From an optimization exercise on the open Yosys and OpenROAD flow, aimed at small area and a short achievable clock period; shortcuts taken in it are not production practice. The RTL was checked by simulation tests, not by an equivalence proof against the original design.

==> flow/design.v (excerpt) <==
module multiplier_16bit (
    input  wire clk,
    input  wire rst,
    input  wire signed [15:0] a,
    input  wire signed [15:0] b,
    output reg  signed [31:0] product,
    output reg  signed [15:0] a_out,
    output reg  signed [15:0] b_out
);
Size: ~870 cells after synthesis, roughly 98 I/O pins, about 0.0081 mm2 of cells after synthesis.
export LEC_CHECK = 0
export ABC_AREA = 1
export CAP_MARGIN = 20
export CORE_MARGIN = 2
export CORE_UTILIZATION = 40
export SLEW_MARGIN = 20
export SYNTH_HIERARCHICAL = 1
create_clock -name core_clock -period 20.0 [get_ports {clk}]
standard.sh (not shown) runs the stock make flow with config.mk's settings and CLKGATE_MAP_FILE= SYNTH_SCRIPT=/design/flow/synth_recipe.tcl, a recipe that flattens the netlist after the stock synthesis.
==> flow/flow/run.sh <==
#!/bin/bash
# The standard synthesis and layout, with these changes to the layout:
#  * the port buffers are the smallest buffer cell (buffer_ports -buffer_cell) instead of
#    the delay-cell buffers buffer_ports picks by itself;
#  * the clock tree uses the buffers in flow/cts_bufs.txt and no dummy loads;
#  * repair_timing aims for extra setup slack (flow/setup_margin.txt, ns) so the resizer
#    speeds up the critical paths. The clock and I/O constraints are unchanged.
set -euo pipefail
# clock tree: small clock buffers and no dummy loads (64 flip-flops need little drive)
export CTS_ARGS="-sink_clustering_enable -repair_clock_nets -buf_list {$(cat flow/cts_bufs.txt)} -dont_use_dummy_load"
# repair timing once, after global routing, on its parasitics
export SKIP_CTS_REPAIR_TIMING=1
export BUFFER_PORTS_ARGS="-buffer_cell sky130_fd_sc_hd__buf_1"
M=$(cat flow/setup_margin.txt)
if [[ "$M" != "0" ]]; then export SETUP_SLACK_MARGIN=$M; fi
S=$(cat flow/move_sequence.txt)
if [[ -n "$S" ]]; then export SETUP_MOVE_SEQUENCE=$S; fi
bash standard.sh synth > synth.log 2>&1
bash standard.sh finish > layout.log 2>&1
==> flow/flow/cts_bufs.txt <==
sky130_fd_sc_hd__clkbuf_8
==> flow/flow/move_sequence.txt <==
unbuffer,sizeup,swap
==> flow/flow/setup_margin.txt <==
11.0
The first run ran to the end with no violations.
Change:
--- a/flow/flow/run.sh
+++ b/flow/flow/run.sh
@@ -4,2 +4,3 @@
 #    the delay-cell buffers buffer_ports picks by itself;
+#  * one tie cell drives all constant inputs;
 #  * the clock tree uses the buffers in flow/cts_bufs.txt and no dummy loads;
@@ -10,4 +11,4 @@
 export CTS_ARGS="-sink_clustering_enable -repair_clock_nets -buf_list {$(cat flow/cts_bufs.txt)} -dont_use_dummy_load"
-# repair timing once, after global routing, on its parasitics
-export SKIP_CTS_REPAIR_TIMING=1
+# one tie cell for all constant inputs instead of one per input
+export SKIP_REPAIR_TIE_FANOUT=1
 export BUFFER_PORTS_ARGS="-buffer_cell sky130_fd_sc_hd__buf_1"
==> flow/flow/setup_margin.txt (replaced) <==
10.8
- GPL_ROUTABILITY_DRIVEN: default -> 0
Result: Final area is lower by a few percent. Flip-flop and latch count does not change. Cell count drops slightly. Worst setup slack loses 0.13 ns. Synthesized area stays the same. Routed wire length is higher slightly. Via count climbs slightly.
Change:
--- a/flow/flow/run.sh
+++ b/flow/flow/run.sh
@@ -4,3 +4,2 @@
 #    the delay-cell buffers buffer_ports picks by itself;
-#  * one tie cell drives all constant inputs;
 #  * the clock tree uses the buffers in flow/cts_bufs.txt and no dummy loads;
@@ -11,4 +10,4 @@
 export CTS_ARGS="-sink_clustering_enable -repair_clock_nets -buf_list {$(cat flow/cts_bufs.txt)} -dont_use_dummy_load"
-# one tie cell for all constant inputs instead of one per input
-export SKIP_REPAIR_TIE_FANOUT=1
+# repair timing once, after global routing, on its parasitics
+export SKIP_CTS_REPAIR_TIMING=1
 export BUFFER_PORTS_ARGS="-buffer_cell sky130_fd_sc_hd__buf_1"
==> flow/flow/setup_margin.txt (replaced) <==
11.3
- GPL_ROUTABILITY_DRIVEN: 0 -> default
After rerunning:
- area after synthesis does not change
- routed wire length grows by 0.41%
- hold slack improves by 0.0055 ns
- synthesized cell count stays the same
- fmax grows by 3.0%
- via count grows by about 0.7%
- sequential share of layout area shrinks by 0.90 points
- sequential cell count stays the same
- non-clock buffer count grows by 2

---

multiplier_16bit again, from the RTL that the note above started with.
Settings: LEC_CHECK=0, ABC_AREA=1, CAP_MARGIN=20, CORE_MARGIN=2, CORE_UTILIZATION=40, SLEW_MARGIN=20, SYNTH_HIERARCHICAL=1; clock period 20.0 ns.
==> flow/flow/run.sh <==
#!/bin/bash
# The standard synthesis and layout, with these changes to the layout:
#  * the port buffers are the smallest buffer cell (buffer_ports -buffer_cell) instead of
#    the delay-cell buffers buffer_ports picks by itself;
#  * one tie cell drives all constant inputs;
#  * the clock tree uses the buffers in flow/cts_bufs.txt and no dummy loads;
#  * repair_timing aims for extra setup slack (flow/setup_margin.txt, ns) so the resizer
#    speeds up the critical paths. The clock and I/O constraints are unchanged.
set -euo pipefail
# clock tree: small clock buffers and no dummy loads (64 flip-flops need little drive)
export CTS_ARGS="-sink_clustering_enable -repair_clock_nets -buf_list {$(cat flow/cts_bufs.txt)} -dont_use_dummy_load"
# one tie cell for all constant inputs instead of one per input
export SKIP_REPAIR_TIE_FANOUT=1
export BUFFER_PORTS_ARGS="-buffer_cell sky130_fd_sc_hd__buf_1"
M=$(cat flow/setup_margin.txt)
if [[ "$M" != "0" ]]; then export SETUP_SLACK_MARGIN=$M; fi
S=$(cat flow/move_sequence.txt)
if [[ -n "$S" ]]; then export SETUP_MOVE_SEQUENCE=$S; fi
bash standard.sh synth > synth.log 2>&1
bash standard.sh finish > layout.log 2>&1
==> flow/flow/setup_margin.txt <==
10.8
Scripts as last shown in full above: flow/flow/cts_bufs.txt, flow/flow/move_sequence.txt
Edit:
--- a/flow/flow/run.sh
+++ b/flow/flow/run.sh
@@ -3,5 +3,4 @@
 #  * the port buffers are the smallest buffer cell (buffer_ports -buffer_cell) instead of
 #    the delay-cell buffers buffer_ports picks by itself;
-#  * one tie cell drives all constant inputs;
 #  * the clock tree uses the buffers in flow/cts_bufs.txt and no dummy loads;
 #  * repair_timing aims for extra setup slack (flow/setup_margin.txt, ns) so the resizer
@@ -10,6 +9,4 @@
 # clock tree: small clock buffers and no dummy loads (64 flip-flops need little drive)
 export CTS_ARGS="-sink_clustering_enable -repair_clock_nets -buf_list {$(cat flow/cts_bufs.txt)} -dont_use_dummy_load"
-# one tie cell for all constant inputs instead of one per input
-export SKIP_REPAIR_TIE_FANOUT=1
 export BUFFER_PORTS_ARGS="-buffer_cell sky130_fd_sc_hd__buf_1"
 M=$(cat flow/setup_margin.txt)
==> flow/flow/cts_bufs.txt (replaced) <==
sky130_fd_sc_hd__clkbuf_4 sky130_fd_sc_hd__clkbuf_8
Outcome:
- hold slack is better by 6.4 ps
- clock-buffer cell count is unchanged
- die area does not change

---

Another version of the RTL of multiplier_16bit (not shown whole).
Size: ~970 cells after synthesis, roughly 8600 um2 of cells after synthesis.
==> flow/design.v (excerpt) <==
module multiplier_16bit (
    input  wire clk,
    input  wire rst,
    input  wire signed [15:0] a,
    input  wire signed [15:0] b,
    output reg  signed [31:0] product,
    output reg  signed [15:0] a_out,
    output reg  signed [15:0] b_out
);
export LEC_CHECK = 0
export ABC_AREA = 1
export CAP_MARGIN = 20
export CORE_MARGIN = 2
export CORE_UTILIZATION = 40
export SLEW_MARGIN = 20
export SYNTH_HIERARCHICAL = 1
create_clock -name core_clock -period 20.0 [get_ports {clk}]
==> flow/flow/run.sh <==
#!/bin/bash
# The standard synthesis and layout, with two changes to the layout:
#  * the port buffers are the smallest buffer cell (buffer_ports -buffer_cell) instead of
#    the delay-cell buffers buffer_ports picks by itself;
#  * repair_timing aims for extra setup slack (flow/setup_margin.txt, ns) so the resizer
#    speeds up the critical paths. The clock and I/O constraints are unchanged.
set -euo pipefail
export BUFFER_PORTS_ARGS="-buffer_cell sky130_fd_sc_hd__buf_1"
M=$(cat flow/setup_margin.txt)
if [[ "$M" != "0" ]]; then export SETUP_SLACK_MARGIN=$M; fi
S=$(cat flow/move_sequence.txt)
if [[ -n "$S" ]]; then export SETUP_MOVE_SEQUENCE=$S; fi
bash standard.sh synth > synth.log 2>&1
bash standard.sh finish > layout.log 2>&1
Scripts as last shown in full above: flow/flow/move_sequence.txt, flow/flow/setup_margin.txt
Then changed:
==> flow/flow/setup_margin.txt (replaced) <==
11.3
First-iteration DRC count shrinks by a few percent.
Routed wire length rose by a few percent.
Die area stays the same.
Hold slack hardly moves.
Then changed:
==> flow/flow/move_sequence.txt (replaced) <==

==> flow/flow/setup_margin.txt (replaced) <==
0
CORE_UTILIZATION = 65   (was 40)
PLACE_DENSITY = 0.75   (was not set)
What happened: Maximum frequency goes down by 4.6%; area after synthesis does not change; routed wire length drops by 10%; sequential share of layout area went up by 1.0 points; final area fell by 7.2%; via count is about the same; non-clock buffer count is lower by 1.

---

Setup of exp/amber:
Starting RTL as in the previous note.
Settings: LEC_CHECK=0, ABC_AREA=1, CAP_MARGIN=20, CORE_MARGIN=2, CORE_UTILIZATION=40, SLEW_MARGIN=20, SYNTH_HIERARCHICAL=1; clock period 20.0 ns.
==> flow/flow/move_sequence.txt <==

==> flow/flow/setup_margin.txt <==
0
Scripts as last shown in full above: flow/flow/run.sh
Edits applied to the flow inputs when going from exp/amber to exp/tundra:
# exp/amber
export LEC_CHECK = 0
export ABC_AREA = 1
export CAP_MARGIN = 20
export CORE_MARGIN = 2
export CORE_UTILIZATION = 40
export SLEW_MARGIN = 20
export SYNTH_HIERARCHICAL = 1
create_clock -name core_clock -period 20.0 [get_ports {clk}]
# exp/tundra
export LEC_CHECK = 0
export ABC_AREA = 1
export CAP_MARGIN = 20
export CORE_MARGIN = 2
export CORE_UTILIZATION = 65
export PLACE_DENSITY = 0.75
export SLEW_MARGIN = 20
export SYNTH_HIERARCHICAL = 1
create_clock -name core_clock -period 20.0 [get_ports {clk}]
==> flow/flow/run.sh <==
#!/bin/bash
# The standard synthesis and layout, with two changes to the layout:
#  * the port buffers are the smallest buffer cell (buffer_ports -buffer_cell) instead of
#    the delay-cell buffers buffer_ports picks by itself;
#  * the clock tree uses the buffers in flow/cts_bufs.txt and no dummy loads;
#  * repair_timing aims for extra setup slack (flow/setup_margin.txt, ns) so the resizer
#    speeds up the critical paths. The clock and I/O constraints are unchanged.
set -euo pipefail
# clock tree: small clock buffers and no dummy loads (64 flip-flops need little drive)
export CTS_ARGS="-sink_clustering_enable -repair_clock_nets -buf_list {$(cat flow/cts_bufs.txt)} -dont_use_dummy_load"
export BUFFER_PORTS_ARGS="-buffer_cell sky130_fd_sc_hd__buf_1"
M=$(cat flow/setup_margin.txt)
if [[ "$M" != "0" ]]; then export SETUP_SLACK_MARGIN=$M; fi
S=$(cat flow/move_sequence.txt)
if [[ -n "$S" ]]; then export SETUP_MOVE_SEQUENCE=$S; fi
bash standard.sh synth > synth.log 2>&1
bash standard.sh finish > layout.log 2>&1
==> flow/flow/cts_bufs.txt (new file) <==
sky130_fd_sc_hd__clkbuf_4 sky130_fd_sc_hd__clkbuf_8
==> flow/flow/move_sequence.txt <==
unbuffer,sizeup,swap
==> flow/flow/setup_margin.txt <==
10.8
--- outcome ---
Fraction of the cycle the final worst path needs delta (exp/tundra -> exp/amber): insignificant. Changes observed in exp/tundra relative to exp/amber: fmax roughly the same, endpoint arrival time on the critical path has decreased, mean cell area of the mapped netlist was more or less identical.
diff inputs: exp/tundra => exp/onyx
# exp/tundra
export LEC_CHECK = 0
export ABC_AREA = 1
export CAP_MARGIN = 20
export CORE_MARGIN = 2
export CORE_UTILIZATION = 65
export PLACE_DENSITY = 0.75
export SLEW_MARGIN = 20
export SYNTH_HIERARCHICAL = 1
create_clock -name core_clock -period 20.0 [get_ports {clk}]
# exp/onyx
export LEC_CHECK = 0
export ABC_AREA = 1
export CAP_MARGIN = 5
export CORE_MARGIN = 2
export CORE_UTILIZATION = 40
export SLEW_MARGIN = 5
export SYNTH_HIERARCHICAL = 1
create_clock -name core_clock -period 20.0 [get_ports {clk}]
-- flow/flow/run.sh --
<<< exp/tundra, line 1
#!/bin/bash
# The standard synthesis and layout, with two changes to the layout:
#  * the port buffers are the smallest buffer cell (buffer_ports -buffer_cell) instead of
#    the delay-cell buffers buffer_ports picks by itself;
>>> exp/onyx, line 1
#!/bin/bash
# The standard synthesis and layout, with these changes to the layout:
#  * the port buffers are the smallest buffer cell (buffer_ports -buffer_cell) instead of
#    the delay-cell buffers buffer_ports picks by itself;
==> flow/flow/cts_bufs.txt <==
sky130_fd_sc_hd__clkbuf_8
Both conditions hold for exp/onyx: the flow ran to the end and the final layout passed the timing, DRC and antenna checks.
Comparing the two runs side by side, exp/onyx comes out behind exp/tundra on die area.
Compared with exp/tundra, post-detailed-placement half-perimeter wirelength in exp/onyx increased by a little under 10%.
Compare exp/tundra and exp/onyx | core box area higher: exp/onyx
The total cell area at the placement stage number comes out higher for exp/onyx vs exp/tundra.
[compare] base=exp/tundra new=exp/onyx: achievable clock frequency climbed 1.6 MHz.
exp/onyx ended with more register-to-register path setup slack than exp/tundra.

-- afterwards: timing with drivers on the ports --
In the flow no input, the clock included, has a driving cell. The finished layouts below were timed again as built, in two steps. Step 1 sets driving cells, clkbuf_16 on the clock port and buf_2 on the other inputs (assumed; they add their load-dependent delay and slew). Step 2 adds t to the input delays and takes it off the output delays; t is the mean of the earliest and latest rising clock arrival at the registers after step 1. Input paths then give back, and output paths get back, about the clock's delay inside the block. Slacks: ideal ports / drivers / drivers and shift; pairs: ideal ports / drivers.
| run | shift t [ns] | setup slack, ns | worst setup path at the end | worst slew at a driven data input, ns |
|---|---|---|---|---|
| the first run of note 1 | 0.398 | 11.198 / 11.205 / 10.807 | input to register | 0.04 |
| the second run of note 1 | 0.405 | 11.071 / 11.082 / 10.677 | input to register | 0.04 |
| the third run of note 1 | 0.396 | 11.328 / 11.324 / 10.928 | input to register | 0.05 |
| the first run of note 2 | 0.405 | 11.071 / 11.082 / 10.677 | input to register | 0.04 |
| the second run of note 2 | 0.396 | 11.069 / 11.079 / 10.683 | input to register | 0.04 |
| the first run of note 3 | 0.402 | 11.231 / 11.251 / 10.849 | input to register | 0.04 |
| the second run of note 3 | 0.402 | 11.471 / 11.496 / 11.094 | input to register | 0.04 |
| the third run of note 3 | 0.388 | 11.060 / 11.081 / 10.693 | input to register | 0.04 |
| exp/amber | 0.402 | 11.066 / 11.092 / 10.689 | input to register | 0.04 |
| exp/tundra | 0.395 | 11.060 / 11.073 / 10.678 | input to register | 0.04 |
| exp/onyx | 0.416 | 11.189 / 11.199 / 10.783 | input to register | 0.04 |
After both steps every run listed still meets setup and hold. The setup slack of exp/onyx, which loses most, moves by +0.010 ns with the drivers and by -0.406 ns with both steps.
